This design comes from an exercise in tuning for small area and a short achievable clock period on the open sky130 flow, not from production work.
RTL that was checked went through simulation tests only; none was proved equivalent to the original.
Power is estimated from default activity; no workload was simulated.

Design balance_cntrl, start of the top module:
module balance_cntrl
# (parameter fast_sim=1)
(
input clk, rst_n,
input vld, pwr_up, rider_off,
input logic signed [15:0] ptch,
input logic signed [15:0] ptch_rt,
input logic [11:0] steer_pot,
input logic en_steer,
output logic signed [11:0] lft_spd,
output logic signed [11:0] rght_spd,
output logic too_fast
);
For scale: ~960 cells after synthesis, about 75 I/O pins, ~0.0074 mm^2 of cells after synthesis.
clock: 35.0 ns
lec_check: 0
abc_area: 1
cap_margin: 20
core_margin: 2
core_utilization: 65
slew_margin: 20
standard.sh (not shown) runs the stock make flow with config.mk's settings and CLKGATE_MAP_FILE= SYNTH_SCRIPT=/design/flow/synth_recipe.tcl, a recipe that flattens the netlist after the stock synthesis.
==> flow/flow/run.sh <==
#!/bin/bash
# Layout flow: the standard synthesis, then an inverter clean-up around the
# full-adder cells (polarity.py) and a re-map of the remaining gates
# (remap.tcl, ABC area script), then the standard layout steps with plain
# buf_1 port buffers and a setup-repair target of MARGIN ns.
set -euo pipefail
MARGIN=6
R=orfs/results/sky130hd/balance_cntrl/base
bash standard.sh  synth > 1_standard_synth.log 2>&1
cp $R/1_2_yosys.v std_1_2_yosys.v
python3 flow/polarity.py std_1_2_yosys.v pol.v > 2_polarity.log 2>&1
export REMAP_IN=pol.v REMAP_OUT=remap.v
export REMAP_LIB=$FLOW_HOME/platforms/sky130hd/lib/sky130_fd_sc_hd__tt_025C_1v80.lib
export REMAP_ABC_SCRIPT=flow/abc.script
export REMAP_DONT_USE="$(sed -n '/DONT_USE_CELLS += /,/^$/p' $FLOW_HOME/platforms/sky130hd/config.mk | grep -o 'sky130_fd_sc_hd__[a-z0-9_]*' | tr '\n' ' ')"
yosys -c flow/remap.tcl > 3_remap.log 2>&1
cp remap.v $R/1_2_yosys.v
rm -f $R/1_synth.odb $R/1_synth.sdc
ARGS=( "BUFFER_PORTS_ARGS=-buffer_cell sky130_fd_sc_hd__buf_1")
if [ "$MARGIN" != "none" ]; then
  ARGS+=("SETUP_SLACK_MARGIN=$MARGIN")
fi
bash standard.sh "${ARGS[@]}" finish > 4_standard_finish.log 2>&1
==> flow/flow/abc.script <==
strash
dc2
dch -f
map -a
strash
dch -f
map -a
topo
buffer -c
upsize -c
dnsize -c
Other scripts of this flow, unchanged in this note and not shown: flow/flow/polarity.py, flow/flow/remap.tcl
Then changed:
--- a/flow/flow/run.sh
+++ b/flow/flow/run.sh
@@ -6,3 +6,3 @@
 set -euo pipefail
-MARGIN=6
+MARGIN=10
 R=orfs/results/sky130hd/balance_cntrl/base
Clock power came out lower by about 24%; maximum frequency rises by about 6.5%; first-iteration DRC count rises by about 40%; routed wire length climbs by 21%; power went up by about 30%.
Then changed:
--- a/flow/flow/run.sh
+++ b/flow/flow/run.sh
@@ -6,3 +6,3 @@
 set -euo pipefail
-MARGIN=10
+MARGIN=8
 R=orfs/results/sky130hd/balance_cntrl/base
==> flow/flow/abc.script (replaced) <==
strash
&get -n
&fraig -x
&put
scorr
dc2
strash
&get -n
&dch -f
&nf -a
&put
Outcome: Setup slack gets worse by 800 ps; die area falls by about 1.2%; clock-buffer cell count shrinks by 1; clock power rises by about 3%; final area drops by about 8%; power falls by 8.0%; routed wire length is lower by 9.3%; synthesized cell count came out lower by about 13%; non-clock buffer count falls by 49; core utilization goes down by 4.5 points.
No functional check of the RTL was part of any run of this note.

P:
Another version of the RTL of balance_cntrl (not shown whole).
For scale: ~75 I/O pins.
## balance_cntrl
module balance_cntrl
# (parameter fast_sim=1)
(
input clk, rst_n,
input vld, pwr_up, rider_off,
input logic signed [15:0] ptch,
input logic signed [15:0] ptch_rt,
input logic [11:0] steer_pot,
input logic en_steer,
output logic signed [11:0] lft_spd,
output logic signed [11:0] rght_spd,
output logic too_fast
);
clock: 35.0 ns
lec_check: 0
abc_area: 1
cap_margin: 20
core_margin: 2
core_utilization: 65
slew_margin: 20
==> flow/flow/run.sh <==
#!/bin/bash
# Layout flow: the standard synthesis, then an inverter clean-up around the
# full-adder cells (polarity.py) and a re-map of the remaining gates
# (remap.tcl, ABC area script), then the standard layout steps with plain
# buf_1 port buffers and a setup-repair target of MARGIN ns.
set -euo pipefail
MARGIN=9
R=orfs/results/sky130hd/balance_cntrl/base
bash standard.sh  synth > 1_standard_synth.log 2>&1
cp $R/1_2_yosys.v std_1_2_yosys.v
python3 flow/polarity.py std_1_2_yosys.v pol.v > 2_polarity.log 2>&1
export REMAP_LIB=$FLOW_HOME/platforms/sky130hd/lib/sky130_fd_sc_hd__tt_025C_1v80.lib
export REMAP_DONT_USE="$(sed -n '/DONT_USE_CELLS += /,/^$/p' $FLOW_HOME/platforms/sky130hd/config.mk | grep -o 'sky130_fd_sc_hd__[a-z0-9_]*' | tr '\n' ' ')"
STA=$(dirname $(command -v openroad))/sta
best=""; bestm=""
for s in flow/abc_*.script; do
  k=$(basename $s .script)
  REMAP_IN=pol.v REMAP_OUT=remap_$k.v REMAP_ABC_SCRIPT=$s yosys -c flow/remap.tcl > 3_remap_$k.log 2>&1 || continue
  PICK_NET=remap_$k.v PICK_LIB=$REMAP_LIB PICK_SDC=constraint.sdc $STA -no_init -exit flow/pick.tcl > 3_pick_$k.log 2>&1 || continue
  line=$(grep '^PICK' 3_pick_$k.log) || continue
  m=$(echo "$line" | awk '{print $3 * (37.5 - $5 * 1e9)}')
  echo "$k $line metric $m" >> 3_pick_summary.log
  if [ -z "$bestm" ] || awk "BEGIN {exit !($m < $bestm)}"; then best=$k; bestm=$m; fi
done
echo "chosen $best" >> 3_pick_summary.log
cp remap_$best.v remap.v
cp remap.v $R/1_2_yosys.v
rm -f $R/1_synth.odb $R/1_synth.sdc
ARGS=( "BUFFER_PORTS_ARGS=-buffer_cell sky130_fd_sc_hd__buf_1")
if [ "$MARGIN" != "none" ]; then
  ARGS+=("SETUP_SLACK_MARGIN=$MARGIN")
fi
bash standard.sh "${ARGS[@]}" finish > 4_standard_finish.log 2>&1
Other scripts of this flow, unchanged in this note and not shown: flow/flow/abc_a.script, flow/flow/abc_b.script, flow/flow/abc_c.script, flow/flow/abc_e.script, flow/flow/abc_f.script, flow/flow/pick.tcl, flow/flow/polarity.py, flow/flow/remap.tcl
No stage failed in P, and the final checks on the layout all came back clean.
The following lists how Q was set up differently from P:
- a change of CORE_UTILIZATION from 65 to 70
-- flow/flow/run.sh --
<<< P, line 6
set -euo pipefail
MARGIN=9
R=orfs/results/sky130hd/balance_cntrl/base
>>> Q, line 6
set -euo pipefail
MARGIN=9.5
R=orfs/results/sky130hd/balance_cntrl/base
<<< P, line 28
rm -f $R/1_synth.odb $R/1_synth.sdc
ARGS=( "BUFFER_PORTS_ARGS=-buffer_cell sky130_fd_sc_hd__buf_1")
if [ "$MARGIN" != "none" ]; then
>>> Q, line 28
rm -f $R/1_synth.odb $R/1_synth.sdc
ARGS=( "BUFFER_PORTS_ARGS=-buffer_cell sky130_fd_sc_hd__buf_1" RECOVER_POWER=100)
LATE=0
if [ "$LATE" = "1" ]; then
  # floorplan (and its first sizing pass) without the setup-repair target
  bash standard.sh "${ARGS[@]}" floorplan > 4_standard_floorplan.log 2>&1
fi
if [ "$MARGIN" != "none" ]; then
==> comparison <==
Among Q and P, a clean, completed layout was produced by P alone. The final report for Q shows a completed flow and a layout that fails verification, specifically capacitance limit, slew limit. Q vs P: row count down by a few percent. P has lower share of cell area taken by flip-flops and latches than Q. Delta (Q minus P): number of nets in the final layout held steady, number of DRC violations after detailed-routing iteration 0 has increased, hold slack moved up, design area fell 140 um^2. Density: Q denser than P. Between Q and P, the total of plain and repair buffers excluding clock buffers is lower for Q. Looking at switching part of the total across Q and P, the one that comes out higher is Q. Post-synthesis to final-layout area growth for Q: 1.7 points down relative to P. In Q the net load switching power turned out about 1.4% higher than in P.

balance_cntrl, a different RTL version from the one above (not shown whole).
Size: roughly 1000 cells after synthesis, about 75 I/O pins.
==> flow/config.mk <==
export PLATFORM = sky130hd
export DESIGN_NAME = balance_cntrl
export DESIGN_NICKNAME = balance_cntrl
export VERILOG_FILES = /design/flow/design.v
export SDC_FILE = /design/flow/constraint.sdc
export NUM_CORES = 4
export LEC_CHECK = 0
export ABC_AREA = 1
export CAP_MARGIN = 20
export CORE_MARGIN = 2
export CORE_UTILIZATION = 40
export SLEW_MARGIN = 20
==> flow/constraint.sdc <==
create_clock -name core_clock -period 35.0 [get_ports {clk}]
set_input_delay 7.0000 -clock core_clock [delete_from_list [all_inputs] [get_ports {clk}]]
set_output_delay 7.0000 -clock core_clock [all_outputs]
set_load 0.01 [all_outputs]
==> flow/flow/run.sh <==
#!/bin/bash
# Layout flow: the standard synthesis, then an inverter clean-up around the
# full-adder cells (polarity.py) and a re-map of the remaining gates
# (remap.tcl, ABC area script), then the standard layout steps.
set -euo pipefail
MARGIN=8
R=orfs/results/sky130hd/balance_cntrl/base
bash standard.sh synth > 1_standard_synth.log 2>&1
cp $R/1_2_yosys.v std_1_2_yosys.v
python3 flow/polarity.py std_1_2_yosys.v pol.v > 2_polarity.log 2>&1
export REMAP_IN=pol.v REMAP_OUT=remap.v
export REMAP_LIB=$FLOW_HOME/platforms/sky130hd/lib/sky130_fd_sc_hd__tt_025C_1v80.lib
export REMAP_ABC_SCRIPT=$FLOW_HOME/scripts/abc_area.script
export REMAP_DONT_USE="$(sed -n '/DONT_USE_CELLS += /,/^$/p' $FLOW_HOME/platforms/sky130hd/config.mk | grep -o 'sky130_fd_sc_hd__[a-z0-9_]*' | tr '\n' ' ')"
yosys -c flow/remap.tcl > 3_remap.log 2>&1
cp remap.v $R/1_2_yosys.v
rm -f $R/1_synth.odb $R/1_synth.sdc
if [ "$MARGIN" = "none" ]; then
  bash standard.sh finish > 4_standard_finish.log 2>&1
else
  bash standard.sh SETUP_SLACK_MARGIN=$MARGIN finish > 4_standard_finish.log 2>&1
fi
Other scripts of this flow, unchanged in this note and not shown: flow/flow/polarity.py, flow/flow/remap.tcl
Next try:
--- a/flow/flow/run.sh
+++ b/flow/flow/run.sh
@@ -4 +4,2 @@
-# (remap.tcl, ABC area script), then the standard layout steps.
+# (remap.tcl, ABC area script), then the standard layout steps with plain
+# buf_1 port buffers and a setup-repair target of MARGIN ns.
@@ -18,4 +19,3 @@
-if [ "$MARGIN" = "none" ]; then
-  bash standard.sh finish > 4_standard_finish.log 2>&1
-else
-  bash standard.sh SETUP_SLACK_MARGIN=$MARGIN finish > 4_standard_finish.log 2>&1
+ARGS=("BUFFER_PORTS_ARGS=-buffer_cell sky130_fd_sc_hd__buf_1")
+if [ "$MARGIN" != "none" ]; then
+  ARGS+=("SETUP_SLACK_MARGIN=$MARGIN")
@@ -22,0 +23 @@
+bash standard.sh "${ARGS[@]}" finish > 4_standard_finish.log 2>&1
Settings changed: CORE_UTILIZATION 40 to 65.
Count of clock-buffer cells in the layout climbs by 1; total power drops by 2.9%; setup slack gains 0.057 ns; final area drops by about 8%; via count climbs by 1.6%; critical path depth climbs by 2; flip-flop and latch count stays the same.
Next try:
Settings changed: CORE_UTILIZATION 65 to 40.
The changed run finished with timing, DRC and antenna clean.
Core utilization came out lower by 28 points.
Non-clock buffer count climbs by 12.
Final cell count came out higher by roughly a tenth.
Worst setup slack improved by 0.13 ns.
Via count is lower slightly.
Clock power went down by roughly a tenth.
Final area came out higher by a few percent.
Die area climbs by well over a third.
Register-to-register slack gets worse by 0.12 ns.
Wire length increases by a few percent.
Next try:
--- a/flow/flow/run.sh
+++ b/flow/flow/run.sh
@@ -4,2 +4 @@
-# (remap.tcl, ABC area script), then the standard layout steps with plain
-# buf_1 port buffers and a setup-repair target of MARGIN ns.
+# (remap.tcl, ABC area script), then the standard layout steps.
@@ -7 +6 @@
-MARGIN=8
+MARGIN=12
@@ -19,3 +18,4 @@
-ARGS=("BUFFER_PORTS_ARGS=-buffer_cell sky130_fd_sc_hd__buf_1")
-if [ "$MARGIN" != "none" ]; then
-  ARGS+=("SETUP_SLACK_MARGIN=$MARGIN")
+if [ "$MARGIN" = "none" ]; then
+  bash standard.sh finish > 4_standard_finish.log 2>&1
+else
+  bash standard.sh SETUP_SLACK_MARGIN=$MARGIN finish > 4_standard_finish.log 2>&1
@@ -23 +22,0 @@
-bash standard.sh "${ARGS[@]}" finish > 4_standard_finish.log 2>&1
Via count grows by 3.2%.
Synthesized cell count is unchanged.
Global-route usage grows by 1.0 points.
Clock-buffer cell count does not change.
Combinational power grows by 19%.
Hold slack hardly moves.
Total power grows by 15%.
Cell area grows by 13%.
Routed wire length grows by 7.8%.
Clock skew grows by 0.0040 ns.
Next try:
--- a/flow/flow/run.sh
+++ b/flow/flow/run.sh
@@ -6 +6 @@
-MARGIN=12
+MARGIN=10
Effect: Worst setup slack degrades by 0.081 ns; total power rises by 9.5%; final area increases by 0.39%; worst hold slack gains 0.0041 ns; area after synthesis is unchanged.

run 1:
RTL: one of the versions met above, not the one the previous note started from.
Size: ~1100 cells after synthesis, about 7900 um2 of cells after synthesis.
Settings: LEC_CHECK=0, ABC_AREA=1, CAP_MARGIN=20, CORE_MARGIN=2, CORE_UTILIZATION=70, SLEW_MARGIN=20; clock period 35.0 ns.
==> flow/flow/run.sh <==
#!/bin/bash
# Layout flow: the standard synthesis, then an inverter clean-up around the
# full-adder cells (polarity.py) and a re-map of the remaining gates
# (remap.tcl, ABC area script), then the standard layout steps with plain
# buf_1 port buffers and a setup-repair target of MARGIN ns.
set -euo pipefail
MARGIN=9
R=orfs/results/sky130hd/balance_cntrl/base
bash standard.sh  synth > 1_standard_synth.log 2>&1
cp $R/1_2_yosys.v std_1_2_yosys.v
python3 flow/polarity.py std_1_2_yosys.v pol.v > 2_polarity.log 2>&1
export REMAP_LIB=$FLOW_HOME/platforms/sky130hd/lib/sky130_fd_sc_hd__tt_025C_1v80.lib
export REMAP_DONT_USE="$(sed -n '/DONT_USE_CELLS += /,/^$/p' $FLOW_HOME/platforms/sky130hd/config.mk | grep -o 'sky130_fd_sc_hd__[a-z0-9_]*' | tr '\n' ' ')"
STA=$(dirname $(command -v openroad))/sta
best=""; bestm=""
for s in flow/abc_*.script; do
  k=$(basename $s .script)
  REMAP_IN=pol.v REMAP_OUT=remap_$k.v REMAP_ABC_SCRIPT=$s yosys -c flow/remap.tcl > 3_remap_$k.log 2>&1 || continue
  PICK_NET=remap_$k.v PICK_LIB=$REMAP_LIB PICK_SDC=constraint.sdc $STA -no_init -exit flow/pick.tcl > 3_pick_$k.log 2>&1 || continue
  line=$(grep '^PICK' 3_pick_$k.log) || continue
  m=$(echo "$line" | awk '{print $3 * (37.5 - $5 * 1e9)}')
  echo "$k $line metric $m" >> 3_pick_summary.log
  if [ -z "$bestm" ] || awk "BEGIN {exit !($m < $bestm)}"; then best=$k; bestm=$m; fi
done
echo "chosen $best" >> 3_pick_summary.log
cp remap_$best.v remap.v
cp remap.v $R/1_2_yosys.v
rm -f $R/1_synth.odb $R/1_synth.sdc
ARGS=( "BUFFER_PORTS_ARGS=-buffer_cell sky130_fd_sc_hd__buf_1")
LATE=0
if [ "$LATE" = "1" ]; then
  # floorplan (and its first sizing pass) without the setup-repair target
  bash standard.sh "${ARGS[@]}" floorplan > 4_standard_floorplan.log 2>&1
fi
if [ "$MARGIN" != "none" ]; then
  ARGS+=("SETUP_SLACK_MARGIN=$MARGIN")
fi
bash standard.sh "${ARGS[@]}" finish > 4_standard_finish.log 2>&1
Other scripts of this flow, unchanged in this note and not shown: flow/flow/abc_a.script, flow/flow/abc_b.script, flow/flow/abc_c.script, flow/flow/abc_e.script, flow/flow/abc_f.script, flow/flow/pick.tcl, flow/flow/polarity.py, flow/flow/remap.tcl
--- input diff run 1..run 2 ---
# run 1
export LEC_CHECK = 0
export ABC_AREA = 1
export CAP_MARGIN = 20
export CORE_MARGIN = 2
export CORE_UTILIZATION = 70
export SLEW_MARGIN = 20
create_clock -name core_clock -period 35.0 [get_ports {clk}]
# run 2
export LEC_CHECK = 0
export ABC_AREA = 1
export CAP_MARGIN = 20
export CORE_MARGIN = 2
export CORE_UTILIZATION = 70
export PLACE_DENSITY = 0.8
export SLEW_MARGIN = 20
create_clock -name core_clock -period 35.0 [get_ports {clk}]
-- flow/flow/run.sh --
<<< run 1, line 7
MARGIN=9
>>> run 2, line 7
MARGIN=9.5
==> run notes <==
Against run 1, overall power consumption in run 2 rose by a few percent. NOTE: proportion of layout cells with a drive suffix above 1 in run 2 exceeds that of run 1. Critical path's largest stage delay was lower in the run labelled run 1. Fraction of standard cell area that is sequential: run 2 vs run 1 — no meaningful difference. Slowest library cell on the worst path: sky130_fd_sc_hd__fa_2 -> run 2, sky130_fd_sc_hd__fa_1 -> run 1. Design internal power: lower on run 1.
Input-level comparison between run 3 and run 2:
# run 2
export LEC_CHECK = 0
export ABC_AREA = 1
export CAP_MARGIN = 20
export CORE_MARGIN = 2
export CORE_UTILIZATION = 70
export PLACE_DENSITY = 0.8
export SLEW_MARGIN = 20
create_clock -name core_clock -period 35.0 [get_ports {clk}]
# run 3
export LEC_CHECK = 0
export ABC_AREA = 1
export CAP_MARGIN = 20
export CORE_MARGIN = 2
export CORE_UTILIZATION = 70
export SLEW_MARGIN = 20
create_clock -name core_clock -period 35.0 [get_ports {clk}]
-- flow/flow/run.sh --
<<< run 2, line 7
MARGIN=9.5
>>> run 3, line 7
MARGIN=10
Notes after the runs:
- Diff run 3..run 2 | antenna diode count | unchanged
- Run 3 ends up with higher proportion of power drawn by combinational gates than run 2 does.
- [diff] routed wire length, run 3 relative to run 2: regression

==> static timing again, ports no longer ideal <==
Ports are ideal in the flow. The routed layouts listed here were re-timed in OpenROAD.
Step 1: set_driving_cell puts a clkbuf_16 on clk and a buf_2 on each other input, an assumption about the parent block.
Step 2, shift: input delay + t, output delay - t, t = (earliest + latest rising clock arrival at the registers) / 2. This alone moves slack from input paths to output paths.
Slacks: ideal / step 1 / step 2; pairs: ideal / step 1.
run | t (ns) | slack for setup (ns) | hold WS [ns] | latest minus earliest clock arrival (ns) | cell pins on the clock port's net
the first run of note 1 | 0.314 | 7.538 / 7.514 / 7.514 | 0.496 / 0.496 / 0.496 | 0.004 / 0.004 | 1
the second run of note 1 | 0.315 | 9.214 / 9.191 / 9.191 | 0.499 / 0.499 / 0.499 | 0.007 / 0.007 | 1
the third run of note 1 | 0.312 | 8.415 / 8.386 / 8.386 | 0.486 / 0.486 / 0.486 | 0.007 / 0.007 | 1
P | 0.308 | 9.888 / 9.867 / 9.867 | 0.517 / 0.517 / 0.517 | 0.004 / 0.004 | 1
Q | 0.315 | 8.313 / 8.288 / 8.288 | 0.528 / 0.528 / 0.528 | 0.006 / 0.006 | 1
the first run of note 3 | 0.328 | 8.675 / 8.649 / 8.649 | 0.457 / 0.457 / 0.457 | 0.009 / 0.009 | 1
the second run of note 3 | 0.320 | 8.733 / 8.712 / 8.712 | 0.465 / 0.465 / 0.465 | 0.005 / 0.005 | 1
the third run of note 3 | 0.324 | 8.859 / 8.832 / 8.832 | 0.458 / 0.458 / 0.458 | 0.004 / 0.004 | 1
the fourth run of note 3 | 0.319 | 9.866 / 9.827 / 9.827 | 0.457 / 0.457 / 0.457 | 0.008 / 0.009 | 1
the fifth run of note 3 | 0.315 | 9.785 / 9.749 / 9.749 | 0.461 / 0.461 / 0.461 | 0.008 / 0.008 | 1
run 1 | 0.316 | 9.831 / 9.806 / 9.806 | 0.522 / 0.522 / 0.522 | 0.013 / 0.013 | 1
run 2 | 0.316 | 10.250 / 10.224 / 10.224 | 0.524 / 0.524 / 0.524 | 0.013 / 0.012 | 1
run 3 | 0.316 | 10.490 / 10.471 / 10.471 | 0.525 / 0.525 / 0.525 | 0.008 / 0.008 | 1
The setup slack of the fourth run of note 3, which loses most, moves by -0.039 ns with the drivers and by -0.039 ns with both steps.
